Context: an optimization exercise on an open-source flow, tuned for small area and a short achievable clock period. The choices shown serve that exercise and are no tape-out recipe.
Power figures rest on the tool's default switching activity, not on a simulated workload.

==> inputs of run a <==
// alu_reg
module alu_reg
( input         clk,
  input  [2:0]  Op_code,
  input  [31:0] A, B,
  output [31:0] Y
);
  wire [7:0] cin, cinn;
  wire [7:0] y1n, y0n, w1n, w0n;
  wire [31:0] pn, y;
  ALU_ctl ctl0 (.op(Op_code), .y1n(y1n[0]), .y0n(y0n[0]), .w1n(w1n[0]), .w0n(w0n[0]), .cin(cin[0]), .cinn(cinn[0]));
  ALU_ctl ctl1 (.op(Op_code), .y1n(y1n[1]), .y0n(y0n[1]), .w1n(w1n[1]), .w0n(w0n[1]), .cin(cin[1]), .cinn(cinn[1]));
  ALU_ctl ctl2 (.op(Op_code), .y1n(y1n[2]), .y0n(y0n[2]), .w1n(w1n[2]), .w0n(w0n[2]), .cin(cin[2]), .cinn(cinn[2]));
  ALU_ctl ctl3 (.op(Op_code), .y1n(y1n[3]), .y0n(y0n[3]), .w1n(w1n[3]), .w0n(w0n[3]), .cin(cin[3]), .cinn(cinn[3]));
  ALU_ctl ctl4 (.op(Op_code), .y1n(y1n[4]), .y0n(y0n[4]), .w1n(w1n[4]), .w0n(w0n[4]), .cin(cin[4]), .cinn(cinn[4]));
  ALU_ctl ctl5 (.op(Op_code), .y1n(y1n[5]), .y0n(y0n[5]), .w1n(w1n[5]), .w0n(w0n[5]), .cin(cin[5]), .cinn(cinn[5]));
  ALU_ctl ctl6 (.op(Op_code), .y1n(y1n[6]), .y0n(y0n[6]), .w1n(w1n[6]), .w0n(w0n[6]), .cin(cin[6]), .cinn(cinn[6]));
  ALU_ctl ctl7 (.op(Op_code), .y1n(y1n[7]), .y0n(y0n[7]), .w1n(w1n[7]), .w0n(w0n[7]), .cin(cin[7]), .cinn(cinn[7]));
  ALU_bit b0 (.a(A[0]), .b(B[0]), .y1n(y1n[0]), .y0n(y0n[0]), .w1n(w1n[0]), .w0n(w0n[0]), .pn(pn[0]), .y(y[0]));
  ALU_bit b1 (.a(A[1]), .b(B[1]), .y1n(y1n[0]), .y0n(y0n[0]), .w1n(w1n[0]), .w0n(w0n[0]), .pn(pn[1]), .y(y[1]));
  ALU_bit b2 (.a(A[2]), .b(B[2]), .y1n(y1n[0]), .y0n(y0n[0]), .w1n(w1n[0]), .w0n(w0n[0]), .pn(pn[2]), .y(y[2]));
  ALU_bit b3 (.a(A[3]), .b(B[3]), .y1n(y1n[0]), .y0n(y0n[0]), .w1n(w1n[0]), .w0n(w0n[0]), .pn(pn[3]), .y(y[3]));
  ...
export LEC_CHECK = 0
export CAP_MARGIN = 20
export CORE_MARGIN = 2
export CORE_UTILIZATION = 40
export SETUP_SLACK_MARGIN = 2.85
export SLEW_MARGIN = 20
export SYNTH_HIERARCHICAL = 1
create_clock -name core_clock -period 4.5 [get_ports {clk}]
standard.sh (not shown) runs the stock make flow with config.mk's settings and CLKGATE_MAP_FILE= SYNTH_SCRIPT=/design/flow/synth_recipe.tcl, a recipe that flattens the netlist after the stock synthesis.
==> flow/flow/run.sh <==
#!/bin/bash
# Own flow: the standard layout (standard.sh) with these changes:
#  - ports are buffered with the smallest buffer (buffer_ports -buffer_cell),
#  - before floorplanning every combinational cell is set to drive strength 1
#    (flow/downsize.tcl), so the timing repair starts from the smallest cells,
#  - clock tree synthesis adds no dummy loads.
# The make output goes to standard_make.log; ORFS keeps each step's log under
# orfs/logs/.
set -euo pipefail
here=$(pwd)
bash standard.sh \
  "BUFFER_PORTS_ARGS=-buffer_cell sky130_fd_sc_hd__buf_1" \
  "PRE_FLOORPLAN_TCL=$here/flow/downsize.tcl" \
  "CTS_ARGS=-sink_clustering_enable -repair_clock_nets -dont_use_dummy_load" \
  finish > standard_make.log 2>&1
==> flow/flow/downsize.tcl <==
# Start sizing from the smallest drive: swap every combinational cell that
# synthesis mapped to a larger drive strength for the _1 cell of the same
# function (same pins); the timing repair later sizes up what it needs.
# Flip-flops keep their cells.
set db [ord::get_db]
set block [ord::get_db_block]
set swapped 0
foreach inst [$block getInsts] {
  set m [$inst getMaster]
  set name [$m getName]
  if {![regexp {^(sky130_fd_sc_hd__([a-z0-9]+))_([0-9]+)$} $name -> base kind drive]} { continue }
  if {[string match "df*" $kind] || [string match "conb" $kind] || $drive == 1} { continue }
  set small [$db findMaster ${base}_1]
  if {$small eq "NULL" || $small eq ""} { continue }
  if {[$inst swapMaster $small]} { incr swapped }
}
puts "downsize: swapped $swapped cells to drive 1"
==> run b: changes against run a <==
SETUP_SLACK_MARGIN = 2.6   (was 2.85)
==> impl_results.md <==
- DRT iter0 DRCs: between 40 and 50
- Total power draw: 1.92 mW
- Status: no timing/DRC/antenna violations
- Cts repair resizes: 24
- Seq. pwr: approximately 900 uW
- DR WL met3: about 360 um
- Tot GR Track Use: roughly 15%
- Reg-to-reg endpoint: y_r[21]
- Placed Instances: 650
- Max stage delay on crit path: roughly 250 ps
That was run b.
==> impl_results.md <==
- Status: no timing/DRC/antenna violations
- Tot GR Track Use: between 15 and 20%
- Total power draw: between 2 and 2.5 mW
- Placed Instances: between 600 and 700
- Cts repair resizes: ~120
- DRT iter0 DRCs: 54
- Reg-to-reg endpoint: y_r[23]
- DR WL met3: around 560 um
That was run a.
No functional check of the RTL was part of any run of this note.

========
==> tundra: inputs <==
alu_reg, a different RTL version from the one above (not shown whole).
export LEC_CHECK = 0
export CAP_MARGIN = 20
export CORE_MARGIN = 2
export CORE_UTILIZATION = 40
export SETUP_SLACK_MARGIN = 2.6
export SLEW_MARGIN = 20
export SYNTH_HIERARCHICAL = 1
create_clock -name core_clock -period 4.5 [get_ports {clk}]
Scripts as last shown in full above: flow/flow/run.sh, flow/flow/downsize.tcl
==> nickel (differences from tundra) <==
--- a/flow/design.v
+++ b/flow/design.v
@@ -1,33 +1,40 @@
 module ALU_inv (input a, output y); assign y = ~a; endmodule
 module ALU_nand2 (input a, b, output y); assign y = ~(a & b); endmodule
 module ALU_nor2 (input a, b, output y); assign y = ~(a | b); endmodule
 module ALU_xor2 (input a, b, output y); assign y = a ^ b; endmodule
 module ALU_xnor2 (input a, b, output y); assign y = ~(a ^ b); endmodule
 module ALU_orn (input a, bn, output y); assign y = a | ~bn; endmodule
-module ALU_andn (input a, bn, output y); assign y = a & ~bn; endmodule
-module ALU_buf (input a, output y); assign y = a; endmodule
 module ALU_mux2i (input s, a1, a0, output y); assign y = ~(s ? a1 : a0); endmodule
 module ALU_o21ai (input a1, a2, b1, output y); assign y = ~((a1 | a2) & b1); endmodule
 module ALU_a21oi (input a1, a2, b1, output y); assign y = ~((a1 & a2) | b1); endmodule
+module ALU_dec
+( input  [2:0] op,
+  output t, tn, sn, cin, cinn
+);
+  wire s;
+  ALU_xor2  ut  (.a(op[2]), .b(op[0]), .y(t));
+  ALU_xnor2 utn (.a(op[2]), .b(op[0]), .y(tn));
+  ALU_xnor2 us  (.a(op[1]), .b(op[2]), .y(s));
+  ALU_xor2  usn (.a(op[1]), .b(op[2]), .y(sn));
+  ALU_nor2  uc  (.a(t), .b(s), .y(cin));
+  ALU_inv   ui  (.a(cin), .y(cinn));
+endmodule
 module ALU_ctl
 ( input  [2:0] op,
-  output y1n, y0n, w1n, w0n, cin, cinn
+  input  t, tn, sn,
+  output y1n, y0n, w1n, w0n
 );
-  wire k, kn, y0;
-  ALU_andn  uk  (.a(op[0]), .bn(op[1]), .y(k));
-  ALU_orn   ukn (.a(op[1]), .bn(op[0]), .y(kn));
-  ALU_andn  uy  (.a(op[1]), .bn(op[0]), .y(y0));
-  ALU_orn   uyn (.a(op[0]), .bn(op[1]), .y(y0n));
-  ALU_mux2i u1  (.s(op[2]), .a1(kn), .a0(k), .y(y1n));
-  ALU_mux2i v1  (.s(op[2]), .a1(y0n), .a0(kn), .y(w1n));
-  ALU_buf   v0  (.a(op[1]), .y(w0n));
-  ALU_mux2i c1  (.s(op[2]), .a1(kn), .a0(y0n), .y(cin));
-  ALU_mux2i c0  (.s(op[2]), .a1(k), .a0(y0), .y(cinn));
+  ALU_mux2i u1 (.s(op[1]), .a1(op[2]), .a0(t), .y(y1n));
+  ALU_orn   u0 (.a(op[0]), .bn(op[1]), .y(y0n));
+  ALU_nor2  v1 (.a(tn), .b(sn), .y(w1n));
+  ALU_inv   vi (.a(op[1]), .y(w0));
+  ALU_inv   v0 (.a(w0), .y(w0n));
+  wire w0;
 endmodule
 module ALU_bit
 ( input  a, b, y1n, y0n, w1n, w0n,
   output pn, y
 );
   wire w;
   ALU_mux2i my (.s(b), .a1(y1n), .a0(y0n), .y(y));
   ALU_mux2i mw (.s(b), .a1(w1n), .a0(w0n), .y(w));
@@ -132,23 +139,24 @@
   assign y[1] = u1 ^ (c & ~u0n);
 endmodule
 module alu_reg
 ( input         clk,
   input  [2:0]  Op_code,
   input  [31:0] A, B,
   output [31:0] Y
 );
-  wire [3:0] cin, cinn;
+  wire t, tn, sn, cin, cinn;
   wire [3:0] y1n, y0n, w1n, w0n;
   wire [31:0] pn, y;
-  ALU_ctl ctl0 (.op(Op_code), .y1n(y1n[0]), .y0n(y0n[0]), .w1n(w1n[0]), .w0n(w0n[0]), .cin(cin[0]), .cinn(cinn[0]));
-  ALU_ctl ctl1 (.op(Op_code), .y1n(y1n[1]), .y0n(y0n[1]), .w1n(w1n[1]), .w0n(w0n[1]), .cin(cin[1]), .cinn(cinn[1]));
-  ALU_ctl ctl2 (.op(Op_code), .y1n(y1n[2]), .y0n(y0n[2]), .w1n(w1n[2]), .w0n(w0n[2]), .cin(cin[2]), .cinn(cinn[2]));
-  ALU_ctl ctl3 (.op(Op_code), .y1n(y1n[3]), .y0n(y0n[3]), .w1n(w1n[3]), .w0n(w0n[3]), .cin(cin[3]), .cinn(cinn[3]));
+  ALU_dec dec (.op(Op_code), .t(t), .tn(tn), .sn(sn), .cin(cin), .cinn(cinn));
+  ALU_ctl ctl0 (.op(Op_code), .t(t), .tn(tn), .sn(sn), .y1n(y1n[0]), .y0n(y0n[0]), .w1n(w1n[0]), .w0n(w0n[0]));
+  ALU_ctl ctl1 (.op(Op_code), .t(t), .tn(tn), .sn(sn), .y1n(y1n[1]), .y0n(y0n[1]), .w1n(w1n[1]), .w0n(w0n[1]));
+  ALU_ctl ctl2 (.op(Op_code), .t(t), .tn(tn), .sn(sn), .y1n(y1n[2]), .y0n(y0n[2]), .w1n(w1n[2]), .w0n(w0n[2]));
+  ALU_ctl ctl3 (.op(Op_code), .t(t), .tn(tn), .sn(sn), .y1n(y1n[3]), .y0n(y0n[3]), .w1n(w1n[3]), .w0n(w0n[3]));
   ALU_bit b0 (.a(A[0]), .b(B[0]), .y1n(y1n[0]), .y0n(y0n[0]), .w1n(w1n[0]), .w0n(w0n[0]), .pn(pn[0]), .y(y[0]));
   ALU_bit b1 (.a(A[1]), .b(B[1]), .y1n(y1n[0]), .y0n(y0n[0]), .w1n(w1n[0]), .w0n(w0n[0]), .pn(pn[1]), .y(y[1]));
   ALU_bit b2 (.a(A[2]), .b(B[2]), .y1n(y1n[0]), .y0n(y0n[0]), .w1n(w1n[0]), .w0n(w0n[0]), .pn(pn[2]), .y(y[2]));
   ALU_bit b3 (.a(A[3]), .b(B[3]), .y1n(y1n[0]), .y0n(y0n[0]), .w1n(w1n[0]), .w0n(w0n[0]), .pn(pn[3]), .y(y[3]));
   ALU_bit b4 (.a(A[4]), .b(B[4]), .y1n(y1n[0]), .y0n(y0n[0]), .w1n(w1n[0]), .w0n(w0n[0]), .pn(pn[4]), .y(y[4]));
   ALU_bit b5 (.a(A[5]), .b(B[5]), .y1n(y1n[0]), .y0n(y0n[0]), .w1n(w1n[0]), .w0n(w0n[0]), .pn(pn[5]), .y(y[5]));
   ALU_bit b6 (.a(A[6]), .b(B[6]), .y1n(y1n[0]), .y0n(y0n[0]), .w1n(w1n[0]), .w0n(w0n[0]), .pn(pn[6]), .y(y[6]));
   ALU_bit b7 (.a(A[7]), .b(B[7]), .y1n(y1n[0]), .y0n(y0n[0]), .w1n(w1n[0]), .w0n(w0n[0]), .pn(pn[7]), .y(y[7]));
@@ -173,17 +181,17 @@
   ALU_bit b26 (.a(A[26]), .b(B[26]), .y1n(y1n[3]), .y0n(y0n[3]), .w1n(w1n[3]), .w0n(w0n[3]), .pn(pn[26]), .y(y[26]));
   ALU_bit b27 (.a(A[27]), .b(B[27]), .y1n(y1n[3]), .y0n(y0n[3]), .w1n(w1n[3]), .w0n(w0n[3]), .pn(pn[27]), .y(y[27]));
   ALU_bit b28 (.a(A[28]), .b(B[28]), .y1n(y1n[3]), .y0n(y0n[3]), .w1n(w1n[3]), .w0n(w0n[3]), .pn(pn[28]), .y(y[28]));
   ALU_bit b29 (.a(A[29]), .b(B[29]), .y1n(y1n[3]), .y0n(y0n[3]), .w1n(w1n[3]), .w0n(w0n[3]), .pn(pn[29]), .y(y[29]));
   ALU_bit b30 (.a(A[30]), .b(B[30]), .y1n(y1n[3]), .y0n(y0n[3]), .w1n(w1n[3]), .w0n(w0n[3]), .pn(pn[30]), .y(y[30]));
   ALU_bit b31 (.a(A[31]), .b(B[31]), .y1n(y1n[3]), .y0n(y0n[3]), .w1n(w1n[3]), .w0n(w0n[3]), .pn(pn[31]), .y(y[31]));
   wire [31:0] u_c, y_c;
   wire [14:0] g_c;
-  ALU_grp2c s0 (.pn(pn[1:0]), .y(y[1:0]), .cin(cin[0]), .cinn(cinn[0]), .u0(u_c[0]), .u1n(u_c[1]), .co(g_c[0]));
+  ALU_grp2c s0 (.pn(pn[1:0]), .y(y[1:0]), .cin(cin), .cinn(cinn), .u0(u_c[0]), .u1n(u_c[1]), .co(g_c[0]));
   assign u_c[2] = pn[2];
   ALU_grp2 s1 (.pn(pn[3:2]), .y(y[3:2]), .u1n(u_c[3]), .co(g_c[1]));
   assign u_c[4] = pn[4];
   ALU_grp2 s2 (.pn(pn[5:4]), .y(y[5:4]), .u1n(u_c[5]), .co(g_c[2]));
   assign u_c[6] = pn[6];
   ALU_grp2 s3 (.pn(pn[7:6]), .y(y[7:6]), .u1n(u_c[7]), .co(g_c[3]));
   assign u_c[8] = pn[8];
   ALU_grp2 s4 (.pn(pn[9:8]), .y(y[9:8]), .u1n(u_c[9]), .co(g_c[4]));
==> flow/flow/run.sh (replaced) <==
#!/bin/bash
# Own flow: the standard layout (standard.sh), with the ports buffered by
# the smallest buffer rather than the one buffer_ports picks by itself.
set -euo pipefail
bash standard.sh "BUFFER_PORTS_ARGS=-buffer_cell sky130_fd_sc_hd__buf_1" finish > standard_make.log 2>&1
Settings changed: SETUP_SLACK_MARGIN 2.6 to 2.8.
removed: flow/flow/downsize.tcl
==> impl_results.rst <==
.. list-table::
   :header-rows: 1

   * - Metric
     - Value
   * - Run status
     - no timing/DRC/antenna violations
   * - Most frequent cells in the layout
     - 96 x buf_1, 86 x mux2i_1, 79 x dfxtp_1
   * - Placement Setup Slack
     - between 1000 and 1500 ps
   * - DRT iter0 DRCs
     - 63
   * - Critical path depth in cells
     - 9
   * - Detail Placement HPWL
     - 6060 µm
[end of results for tundra]
==> impl_results.rst <==
.. list-table::
   :header-rows: 1

   * - Metric
     - Value
   * - Run status
     - no timing/DRC/antenna violations
   * - Detail Placement HPWL
     - 6030 µm
   * - Most frequent cells in the layout
     - 69 x dfxtp_1, 65 x mux2i_1, 64 x buf_1
   * - Placement Setup Slack
     - 1320 ps
   * - DRT iter0 DRCs
     - 61
[end of results for nickel]
No run of this note included a check of the RTL's function; only the layout flow was run.

==> re-timing with driven ports <==
In the flow no input, the clock included, has a driving cell. The finished layouts below were timed again as built, in two steps. Step 1 assumes that a clkbuf_16 drives the clock port and a buf_2 every other input. Step 2 moves the port delays by t, midway between the first and last clock arrival at a register: inputs arrive t later, outputs are due t later. That takes back most of the time a late clock gives input paths. a / b / c = no drivers / after step 1 / after step 2; a / b = the first two.
| run | shift t [ns] | setup slack, ns | worst setup path after step 2 | worst register clock-pin slew, ns |
|---|---|---|---|---|
| run a | 0.370 | 2.556 / 2.521 / 2.151 | input to register | 0.08 / 0.08 |
| run b | 0.366 | 2.610 / 2.522 / 2.155 | input to register | 0.08 / 0.08 |
| tundra | 0.367 | 2.496 / 2.422 / 2.055 | input to register | 0.08 / 0.08 |
| nickel | 0.386 | 2.540 / 2.511 / 2.125 | input to register | 0.08 / 0.08 |
After both steps every run listed still meets setup and hold. The setup slack of run b, which loses most, moves by -0.088 ns with the drivers and by -0.455 ns with both steps.
